This design comes from an exercise in tuning for small area on the open sky130 flow, not from production work.
At most, simulation tests tie the RTL to the original design; equivalence was not proved.
No driver is modelled on the clock port, so clocking that relies on it looks cheaper here than on a real chip.
Power is estimated from default activity; no workload was simulated.

// mimaqi_hxh
module mimaqi_hxh (
        input         clk,
        input         rst,
        input  [3:0]  inrow,
        output [3:0]  outcol,
        output [7:0]  segData,
        output [3:0]  segCtl,
        output        led_1,
        output        led_2,
        output        led_3,
        output        led_22,
        output        led_33,
        output        led_333,
        output        led_0,
        output        led_00,
        output        led_000,
        output        led_0000,
        output        led_00000,
        output        led_000000,
        output        led_0000000,
        output        change_lemp,
        output        change_lemp1,
        output        flag_b,
        output        bee
    );
Size in the first run: about 710 cells after synthesis, ~39 I/O pins, ~6700 sq um of cells after synthesis.
Settings: LEC_CHECK=0, CAP_MARGIN=20, CORE_MARGIN=2, CORE_UTILIZATION=50, SLEW_MARGIN=20; clock period 10.0 ns.
standard.sh (not shown) runs the stock make flow with config.mk's settings and CLKGATE_MAP_FILE= SYNTH_SCRIPT=/design/flow/synth_recipe.tcl, a recipe that flattens the netlist after the stock synthesis.
==> flow/flow/run.sh <==
#!/bin/bash
# Own layout flow: the standard synthesis, then an area-oriented re-mapping
# of the combinational logic only (every flip-flop instance, its name and its
# cell type stay as the standard synthesis made them), then the standard
# layout steps with a leaner clock tree (no dummy loads, larger sink clusters).
# Each tool's full output goes to a log file of its own in the work folder.
set -euo pipefail
W=$PWD
R=$W/orfs/results/$FLOW_PLATFORM/mimaqi_hxh/base

bash standard.sh synth > "$W/log_1_standard_synth.log" 2>&1

cp "$R/1_2_yosys.v" "$W/standard_1_2_yosys.v"
REMAP_LIB=$FLOW_HOME/platforms/$FLOW_PLATFORM/lib/sky130_fd_sc_hd__tt_025C_1v80.lib \
REMAP_IN=$W/standard_1_2_yosys.v \
REMAP_OUT=$R/1_2_yosys.v \
REMAP_STAT=$W/remap_stat.txt \
REMAP_TOP=$FLOW_TOP \
REMAP_DONT_USE="sky130_fd_sc_hd__probe_p_8 sky130_fd_sc_hd__probec_p_8 sky130_fd_sc_hd__lpflow_*" \
REMAP_SCRIPT=$W/flow/remap.abc \
  yosys -c "$W/flow/remap.tcl" > "$W/log_2_remap.log" 2>&1
touch "$R/1_2_yosys.v"

export CTS_ARGS="${OWN_CTS_ARGS:--sink_clustering_enable -repair_clock_nets -dont_use_dummy_load -sink_clustering_size 30 -sink_clustering_max_diameter 120 -buf_list sky130_fd_sc_hd__clkbuf_8}"
bash standard.sh > "$W/log_3_standard_layout.log" 2>&1
==> flow/flow/remap.abc <==
strash
dc2
dc2
dch -f
amap
topo
==> flow/flow/remap.tcl <==
# Re-map the combinational logic of the standard synthesis for area. Flip-flops
# and tie cells are kept as they are (same instances, names and cell types).
yosys -import
set lib $::env(REMAP_LIB)
read_liberty -ignore_miss_func $lib
read_verilog $::env(REMAP_IN)
hierarchy -top $::env(REMAP_TOP)
setattr -mod -set keep_hierarchy 1 sky130_fd_sc_hd__*df* sky130_fd_sc_hd__conb_1
flatten
opt_clean -purge $::env(REMAP_TOP)
set dont {}
foreach c $::env(REMAP_DONT_USE) { lappend dont -dont_use $c }
abc -liberty $lib {*}$dont -script $::env(REMAP_SCRIPT) $::env(REMAP_TOP)
opt_clean -purge $::env(REMAP_TOP)
hilomap -singleton -hicell sky130_fd_sc_hd__conb_1 HI -locell sky130_fd_sc_hd__conb_1 LO $::env(REMAP_TOP)
insbuf -buf sky130_fd_sc_hd__buf_4 A X $::env(REMAP_TOP)
blackbox A:keep_hierarchy
tee -o $::env(REMAP_STAT) stat -liberty $lib -top $::env(REMAP_TOP)
write_verilog -noattr -nohex -nodec -selected $::env(REMAP_OUT)
The first run went through all stages and came out clean.
Rerun with:
--- a/flow/config.mk
+++ b/flow/config.mk
@@ -9,3 +9,3 @@
 export CORE_MARGIN = 2
-export CORE_UTILIZATION = 50
+export CORE_UTILIZATION = 40
 export SLEW_MARGIN = 20
Worst hold slack gets better by 15 ps; clock skew barely changes; fmax falls slightly; die area goes up by a quarter to a third; non-clock buffer count came out higher by 1; first-iteration DRC count shrinks by a few percent; power came out higher slightly; utilization falls by 11 points; cell count went up by a few percent.
No functional check of the RTL was part of any run of this note.

========
The RTL this note starts from:
==> flow/design.v <==
module mimaqi_hxh (
        input         clk,
        input         rst,
        input  [3:0]  inrow,
        output [3:0]  outcol,
        output [7:0]  segData,
        output [3:0]  segCtl,
        output        led_1,
        output        led_2,
        output        led_3,
        output        led_22,
        output        led_33,
        output        led_333,
        output        led_0,
        output        led_00,
        output        led_000,
        output        led_0000,
        output        led_00000,
        output        led_000000,
        output        led_0000000,
        output        change_lemp,
        output        change_lemp1,
        output        flag_b,
        output        bee
    );
    reg [6:0] cnt;
    reg [2:0] m7;
    reg [2:0] m5;
    always @(posedge clk)
        if (rst) begin
            cnt <= 7'd0;
            m7  <= 3'b001;
            m5  <= 3'b000;
        end else begin
            cnt <= cnt + 7'd1;
            m7  <= {m7[1:0], m7[2] ^ m7[1]};
            m5  <= {m5[1:0], ~(m5[2] | m5[1])};
        end
    wire [1:0] ph = cnt[1:0];
    wire m7_5 = m7[2] & m7[1] & ~m7[0];      
    wire m5_4 = m5[2] & ~m5[1];              
    wire m5_0 = ~m5[2] & ~m5[0];             
    wire tick    = (ph == 2'd0) & m7_5;
    wire ms_rise = (ph == 2'd1) & m5_4;
    wire ms_fall = (ph == 2'd3) & m5_4;
    wire seg_upd = (ph == 2'd2) & m5_0;
    wire disp_en = (cnt == 7'h3f);
    reg [1:0] mode;
    reg [1:0] c;
    reg       key_flag;
    reg [3:0] pend;        
    reg [3:0] kc;          
    reg       key_flag_d;
    assign outcol = (mode == 2'd0) ? 4'b0000 : ~(4'b0001 << c);
    wire any = (inrow != 4'b1111);
    reg [1:0] row;
    reg       one;
    always @* begin
        one = 1'b1;
        row = 2'd0;
        case (inrow)
        4'b1110: row = 2'd0;
        4'b1101: row = 2'd1;
        4'b1011: row = 2'd2;
        4'b0111: row = 2'd3;
        default: one = 1'b0;
        endcase
    end
    wire [3:0] dec = (one && !(c == 2'd3 && row == 2'd3)) ? {c, row} : 4'd15;
    always @(posedge clk)
        if (tick && mode == 2'd3 && any) pend <= dec;
    always @(posedge clk)
        if (rst) begin
            mode     <= 2'd0;
            c        <= 2'd0;
            key_flag <= 1'b0;
            kc       <= 4'd15;
        end else if (tick) begin
            if (key_flag) kc <= pend;
            case (mode)
            2'd0, 2'd1: begin
                key_flag <= 1'b0;
                c        <= 2'd0;
                mode     <= any ? 2'd2 : 2'd0;
            end
            2'd2: begin
                if (any) mode <= 2'd3;
                else if (c == 2'd3) mode <= 2'd1;
                else c <= c + 2'd1;
            end
            2'd3: begin
                if (any) key_flag <= 1'b1;
                else mode <= 2'd1;
            end
            endcase
        end
    always @(posedge clk)
        if (rst) key_flag_d <= 1'b0;
        else     key_flag_d <= key_flag;
    wire rel = key_flag_d & ~key_flag;
    wire is_dig = (kc < 4'd10);
    wire is_a   = (kc == 4'd10);
    wire is_b   = (kc == 4'd11);
    wire is_c   = (kc == 4'd12);
    reg [15:0] pw, pin, pch;
    reg [15:0] u15;        
    reg [2:0]  ft;
    reg        fb, cl, cl1, k2, fz;
    reg        k1;
    reg        mw, mc;
    assign flag_b       = fb;
    assign change_lemp  = cl;
    assign change_lemp1 = cl1;
    wire mis_w = (pin[3:0] != pw[3:0]);
    wire mis_c = (pin[3:0] != pch[3:0]);
    always @(posedge clk) begin
        mw <= (ph == 2'd1) ? 1'b0 : (mw | mis_w);
        mc <= (ph == 2'd1) ? 1'b0 : (mc | mis_c);
    end
    wire eq_w = ~(mw | mis_w);
    wire eq_c = ~(mc | mis_c);
    wire c15_1 = &u15;
    reg [2:0] nft;
    reg       nfb, ncl, ncl1, nk2, nfz;
    always @* begin
        nft = ft; nfb = fb; ncl = cl; ncl1 = cl1; nk2 = k2; nfz = fz;
        if (c15_1) begin nft = nft + 3'd1; nk2 = 1'b1; end
        if (is_dig) nfz = 1'b0;
        else if (is_c) begin
            nfb = ~fb;
            if (fb) begin
                ncl = 1'b0; nft = 3'd1; ncl1 = 1'b0; nk2 = 1'b0; nfz = 1'b1;
            end
        end else if (k1) nft = 3'd1;
        else if (is_a && !fb && !fz) begin
            if (eq_w) nfb = 1'b1;
            else nft = nft + 3'd1;
        end else if (is_b && fb) ncl1 = 1'b1;
        else if (is_a && fb) begin
            if (eq_c) ncl = 1'b1;
        end
    end
    wire sh_pin = rel && is_dig;
    wire st_pch = rel && !k1 && is_b && fb;
    wire st_pw  = rel && !k1 && is_a && fb && eq_c;
    always @(posedge clk)
        if (rst) begin
            ft <= 3'd1; fb <= 1'b0; cl <= 1'b0; cl1 <= 1'b0; k2 <= 1'b0; fz <= 1'b0;
        end else if (rel) begin
            ft <= nft; fb <= nfb; cl <= ncl; cl1 <= ncl1; k2 <= nk2; fz <= nfz;
        end
    always @(posedge clk)
        if (rst) begin
            pw  <= 16'h8888;
            pin <= 16'h0000;
            pch <= 16'h0000;
        end else begin
            pin <= sh_pin ? {pin[15:12], kc, pin[7:0]} : {pin[3:0], pin[15:4]};
            pch <= st_pch ? {pin[3:0], pin[15:4]} : {pch[3:0], pch[15:4]};
            pw  <= st_pw  ? {pch[3:0], pch[15:4]} : {pw[3:0], pw[15:4]};
        end
    always @(posedge clk)
        if (rst) u15 <= 16'd0;
        else if (ms_rise) begin
            if (k2) u15 <= 16'd0;
            else if (!fb && is_b) u15 <= 16'hC568;
            else u15 <= u15 + {15'd0, ~c15_1};
        end
    reg l1, l2, l3, l22, l33;
    always @(posedge clk)
        if (rst) begin
            l1 <= 1'b1; l2 <= 1'b1; l3 <= 1'b1; l22 <= 1'b1; l33 <= 1'b1;
        end else if (ms_fall) begin
            if (ft == 3'd1) begin
                l1 <= 1'b1; l2 <= 1'b1; l3 <= 1'b1; l22 <= 1'b1; l33 <= 1'b1;
            end else if (ft == 3'd2) begin
                l1 <= 1'b0; l2 <= 1'b1; l3 <= 1'b1;
            end else if (ft == 3'd3) begin
                l1 <= 1'b0; l2 <= 1'b0; l22 <= 1'b0; l3 <= 1'b1;
            end else begin
                l1 <= ~l1; l2 <= ~l2; l3 <= ~l3; l33 <= ~l33;
            end
        end
    assign led_1 = l1;
    assign led_2 = l2;
    assign led_3 = l3;
    assign led_22 = l22;
    assign led_33 = l33;
    assign led_333 = l33;
    assign led_0 = 1'b1;
    assign led_00 = 1'b1;
    assign led_000 = 1'b1;
    assign led_0000 = 1'b1;
    assign led_00000 = 1'b1;
    assign led_000000 = 1'b1;
    assign led_0000000 = 1'b1;
    reg [6:0]  v05;
    reg [13:0] w20;
    reg        bz;
    wire c05_0 = &v05;
    wire c20_0 = &w20;
    always @(posedge clk)
        if (rst) begin
            v05 <= 7'h7f; w20 <= 14'h3fff; k1 <= 1'b0; bz <= 1'b1;
        end else if (ms_rise) begin
            if (key_flag) v05 <= 7'd27;
            else v05 <= v05 + {6'd0, ~c05_0};
            if (!c20_0) k1 <= (w20 != 14'h3ffe);
            if (c20_0 && ft[2] && !k1) w20 <= 14'd6383;
            else w20 <= w20 + {13'd0, ~c20_0};
            if (!c20_0 || !c05_0) bz <= ~bz;
            else bz <= 1'b1;
        end
    assign bee = bz;
    reg [15:0] lednum;
    reg [1:0]  flagc;
    always @(posedge clk)
        if (rst) begin
            lednum <= 16'd0;
            flagc  <= 2'd0;
        end else if (rel && is_dig) begin
            if (!fb) lednum <= {lednum[11:0], 4'd10};
            else if (!cl1) begin
                case (flagc)
                2'd0: lednum <= {4'd13, 4'd13, 4'd13, kc};
                2'd1: lednum[7:4]   <= kc;
                2'd2: lednum[11:8]  <= kc;
                2'd3: lednum[15:12] <= kc;
                endcase
                flagc <= flagc + 2'd1;
            end else if (!cl) lednum <= {lednum[11:0], 4'd11};
        end
    reg [15:0] snap;
    always @(posedge clk)
        if (rst) snap <= 16'd0;
        else if (disp_en) snap <= lednum;
    reg [3:0] ctl;
    reg [3:0] sg;
    wire [3:0] nctl = (ctl == 4'd0) ? 4'b0001 : {ctl[2:0], ctl[3]};
    wire [3:0] nsg  = ({4{nctl[0]}} & snap[3:0])  | ({4{nctl[1]}} & snap[7:4]) |
                      ({4{nctl[2]}} & snap[11:8]) | ({4{nctl[3]}} & snap[15:12]);
    always @(posedge clk)
        if (rst) begin
            ctl <= 4'd0;
            sg  <= 4'd12;
        end else if (seg_upd) begin
            ctl <= nctl;
            sg  <= nsg;
        end else if (sg == 4'd12)
            sg <= 4'd0;
    assign segCtl = ctl;
    assign segData =
        (sg == 4'd0)  ? 8'b1100_0000 :
        (sg == 4'd1)  ? 8'b1111_1001 :
        (sg == 4'd2)  ? 8'b1010_0100 :
        (sg == 4'd3)  ? 8'b1011_0000 :
        (sg == 4'd4)  ? 8'b1001_1001 :
        (sg == 4'd5)  ? 8'b1001_0010 :
        (sg == 4'd6)  ? 8'b1000_0010 :
        (sg == 4'd7)  ? 8'b1111_1000 :
        (sg == 4'd8)  ? 8'b1000_0000 :
        (sg == 4'd9)  ? 8'b1001_0000 :
        (sg == 4'd10) ? 8'b0111_1111 :
        (sg == 4'd11) ? 8'b1100_0110 :
        (sg == 4'd13) ? 8'b1111_0111 :
                        8'b1111_1111;
endmodule
Settings: LEC_CHECK=0, CAP_MARGIN=20, CORE_MARGIN=2, CORE_UTILIZATION=40, SLEW_MARGIN=20; clock period 10.0 ns.
run.sh (not shown) runs the stock make flow with config.mk's settings and CLKGATE_MAP_FILE= SYNTH_SCRIPT=/design/flow/synth_recipe.tcl, a recipe that flattens the netlist after the stock synthesis.
Stock flow here: none of the scripts above is used.
Edit:
CORE_UTILIZATION = 50   (was 40)
CTS_BUF_LIST = sky130_fd_sc_hd__clkbuf_8   (was not set)
CTS_CLUSTER_DIAMETER = 60   (was not set)
CTS_CLUSTER_SIZE = 25   (was not set)
=> Total power is lower by 13%; wire length is higher by 1.0%; setup slack got worse by 0.048 ns; clock power is lower by 28%; final area is lower by 3.4%; non-clock buffer count is unchanged; worst hold slack improved by 0.0049 ns; count of clock-buffer cells in the layout does not change.
No run of this note included a check of the RTL's function; only the layout flow was run.

========
Setup of north:
Another version of the RTL of mimaqi_hxh (not shown whole).
Size: ~690 cells after synthesis, ~6500 sq um of cells after synthesis.
// mimaqi_hxh
module mimaqi_hxh (
        input         clk,
        input         rst,
        input  [3:0]  inrow,
        output [3:0]  outcol,
        output [7:0]  segData,
        output [3:0]  segCtl,
        output        led_1,
        output        led_2,
        output        led_3,
        output        led_22,
        output        led_33,
        output        led_333,
        output        led_0,
        output        led_00,
        output        led_000,
        output        led_0000,
        output        led_00000,
        output        led_000000,
        output        led_0000000,
        output        change_lemp,
        output        change_lemp1,
        output        flag_b,
        output        bee
    );
clock: 10.0 ns
lec_check: 0
cap_margin: 20
core_margin: 2
core_utilization: 40
slew_margin: 20
standard.sh (not shown) runs the stock make flow with config.mk's settings and CLKGATE_MAP_FILE= SYNTH_SCRIPT=/design/flow/synth_recipe.tcl, a recipe that flattens the netlist after the stock synthesis.
==> flow/flow/run.sh <==
#!/bin/bash
# Own layout flow: the standard synthesis, then an area-oriented re-mapping
# of the combinational logic only (every flip-flop instance, its name and its
# cell type stay as the standard synthesis made them), then the standard
# layout steps, except that the clock tree is a small manual one (my_cts.tcl).
# Each tool's full output goes to a log file of its own in the work folder.
set -euo pipefail
W=$PWD
R=$W/orfs/results/$FLOW_PLATFORM/mimaqi_hxh/base

bash standard.sh synth > "$W/log_1_standard_synth.log" 2>&1

cp "$R/1_2_yosys.v" "$W/standard_1_2_yosys.v"
REMAP_LIB=$FLOW_HOME/platforms/$FLOW_PLATFORM/lib/sky130_fd_sc_hd__tt_025C_1v80.lib \
REMAP_IN=$W/standard_1_2_yosys.v \
REMAP_OUT=$R/1_2_yosys.v \
REMAP_STAT=$W/remap_stat.txt \
REMAP_TOP=$FLOW_TOP \
REMAP_DONT_USE="sky130_fd_sc_hd__probe_p_8 sky130_fd_sc_hd__probec_p_8 sky130_fd_sc_hd__lpflow_*" \
REMAP_SCRIPT=$W/flow/remap.abc \
  yosys -c "$W/flow/remap.tcl" > "$W/log_2_remap.log" 2>&1
touch "$R/1_2_yosys.v"

bash standard.sh place > "$W/log_3_standard_place.log" 2>&1
bash standard.sh run RUN_SCRIPT="$W/flow/my_cts.tcl" RUN_LOG_NAME_STEM=4_1_cts_manual > "$W/log_4_manual_cts.log" 2>&1
bash standard.sh > "$W/log_5_standard_finish.log" 2>&1
==> flow/flow/my_cts.tcl <==
# The standard flow's CTS step (ORFS scripts/cts.tcl) with clock_tree_synthesis replaced
# by a small manual clock tree (manual_tree.tcl): one root buffer at the
# clock port's net feeding 3 x 4 leaf buffers, each next to its group of
# registers. Everything after the tree is as in ORFS's cts.tcl.
utl::set_metrics_stage "cts__{}"
source $::env(SCRIPTS_DIR)/load.tcl
erase_non_stage_variables cts
load_design 3_place.odb 3_place.sdc

repair_clock_inverters

source [file join [file dirname [info script]] manual_tree.tcl]
# the clock port's net has the port's name
set clk_net ""
foreach clock [all_clocks] {
  foreach src [get_property $clock sources] {
    set clk_net [get_full_name $src]
  }
}
manual_clock_tree $clk_net sky130_fd_sc_hd__clkbuf_8 sky130_fd_sc_hd__clkbuf_8 3 4
set_propagated_clock [all_clocks]

utl::push_metrics_stage "cts__{}__pre_repair_timing"
log_cmd estimate_parasitics -placement
utl::pop_metrics_stage

set_placement_padding -global \
  -left $::env(CELL_PAD_IN_SITES_DETAIL_PLACEMENT) \
  -right $::env(CELL_PAD_IN_SITES_DETAIL_PLACEMENT)
detailed_placement
log_cmd estimate_parasitics -placement

if { !$::env(SKIP_CTS_REPAIR_TIMING) } {
  repair_timing_helper
  detailed_placement
  check_placement -verbose
}

report_metrics 4 "cts final"

orfs_write_db $::env(RESULTS_DIR)/4_1_cts.odb
orfs_write_sdc $::env(RESULTS_DIR)/4_cts.sdc
Scripts as last shown in full above: flow/flow/remap.tcl
Other scripts of this flow, unchanged in this note and not shown: flow/flow/manual_tree.tcl, flow/flow/remap.abc
north went all the way through synthesis, placement and routing and the layout is clean on timing, DRC and antenna.
> inputs changed (north -> south)
diff --git a/flow/flow/my_cts.tcl b/flow/flow/my_cts.tcl
--- a/flow/flow/my_cts.tcl
+++ b/flow/flow/my_cts.tcl
@@ -1,4 +1,4 @@
 # The standard flow's CTS step (ORFS scripts/cts.tcl) with clock_tree_synthesis replaced
-# by a small manual clock tree (manual_tree.tcl): one root buffer at the
-# clock port's net feeding 3 x 4 leaf buffers, each next to its group of
+# by a small manual clock tree (manual_tree.tcl): one clkbuf_8 root buffer at the
+# clock port's net feeding 4 x 5 clkbuf_4 leaf buffers, each next to its group of
 # registers. Everything after the tree is as in ORFS's cts.tcl.
@@ -19,3 +19,3 @@
 }
-manual_clock_tree $clk_net sky130_fd_sc_hd__clkbuf_8 sky130_fd_sc_hd__clkbuf_8 3 4
+manual_clock_tree $clk_net sky130_fd_sc_hd__clkbuf_4 sky130_fd_sc_hd__clkbuf_8 4 5
 set_propagated_clock [all_clocks]
### Flow results
Every stage of the flow completed for south, and the final layout passed the timing, design-rule and antenna checks.
On post-route worst setup slack, north tracks south almost exactly.
On final standard cell area without fillers, south tracks north almost exactly.
Met2 capacity usage during global routing essentially unchanged between north and south.
> inputs changed (south -> east)
diff --git a/flow/flow/my_cts.tcl b/flow/flow/my_cts.tcl
--- a/flow/flow/my_cts.tcl
+++ b/flow/flow/my_cts.tcl
@@ -1,4 +1,4 @@
 # The standard flow's CTS step (ORFS scripts/cts.tcl) with clock_tree_synthesis replaced
-# by a small manual clock tree (manual_tree.tcl): one clkbuf_8 root buffer at the
-# clock port's net feeding 4 x 5 clkbuf_4 leaf buffers, each next to its group of
+# by a small manual clock tree (manual_tree.tcl): one root buffer at the
+# clock port's net feeding 3 x 4 leaf buffers, each next to its group of
 # registers. Everything after the tree is as in ORFS's cts.tcl.
Findings:
From east to south, width of the chip did not move at all.
As far as share of power burned in the clock network is concerned, east and south perform about the same.
Period utilization essentially unchanged between east and south.
east against south: top fanout value on the critical path stayed essentially flat; starting density of the core stayed essentially flat; sequential share of layout area stayed essentially flat; total of endpoints with negative setup slack in the final report stayed essentially flat; maximum cell stage delay along the critical path stayed essentially flat.
Re I/O pin count: no difference whatsoever between east and south.
Worst hold slack across all endpoints came out exactly the same in south and east.

## separate check: timing with driven ports
In the flow no input, the clock included, has a driving cell. The finished layouts below were timed again as built, in two steps. Step 1, drivers: a clkbuf_16 drives clk and a buf_2 each remaining input, both assumed. Step 2 adds t to the input delays and takes it off the output delays; t is the mean of the earliest and latest rising clock arrival at the registers after step 1. Input paths then give back, and output paths get back, about the clock's delay inside the block. Slacks: ideal / step 1 / step 2; pairs: ideal / step 1.
| run | t, ns | setup WS [ns] | worst setup path after step 2 | worst register clock-pin slew, ns |
|---|---|---|---|---|
| the first run of note 1 | 0.483 | 5.870 / 5.832 / 5.458 | input to register | 0.09 / 0.09 |
| the second run of note 1 | 0.478 | 5.817 / 5.780 / 5.542 | input to register | 0.09 / 0.09 |
| the first run of note 2 | 0.470 | 5.965 / 5.919 / 6.028 | input to register | 0.07 / 0.07 |
| the second run of note 2 | 0.486 | 5.916 / 5.879 / 6.037 | input to register | 0.09 / 0.09 |
| north | 0.474 | 5.414 / 5.377 / 5.661 | input to register | 0.10 / 0.10 |
| south | 0.498 | 5.412 / 5.376 / 5.646 | input to register | 0.11 / 0.11 |
| east | 0.498 | 5.412 / 5.376 / 5.646 | input to register | 0.11 / 0.11 |
After both steps setup and hold are still met in every run listed. For the first run of note 1, which loses most, drivers alone change the setup slack by -0.038 ns; drivers and shift together by -0.412 ns.
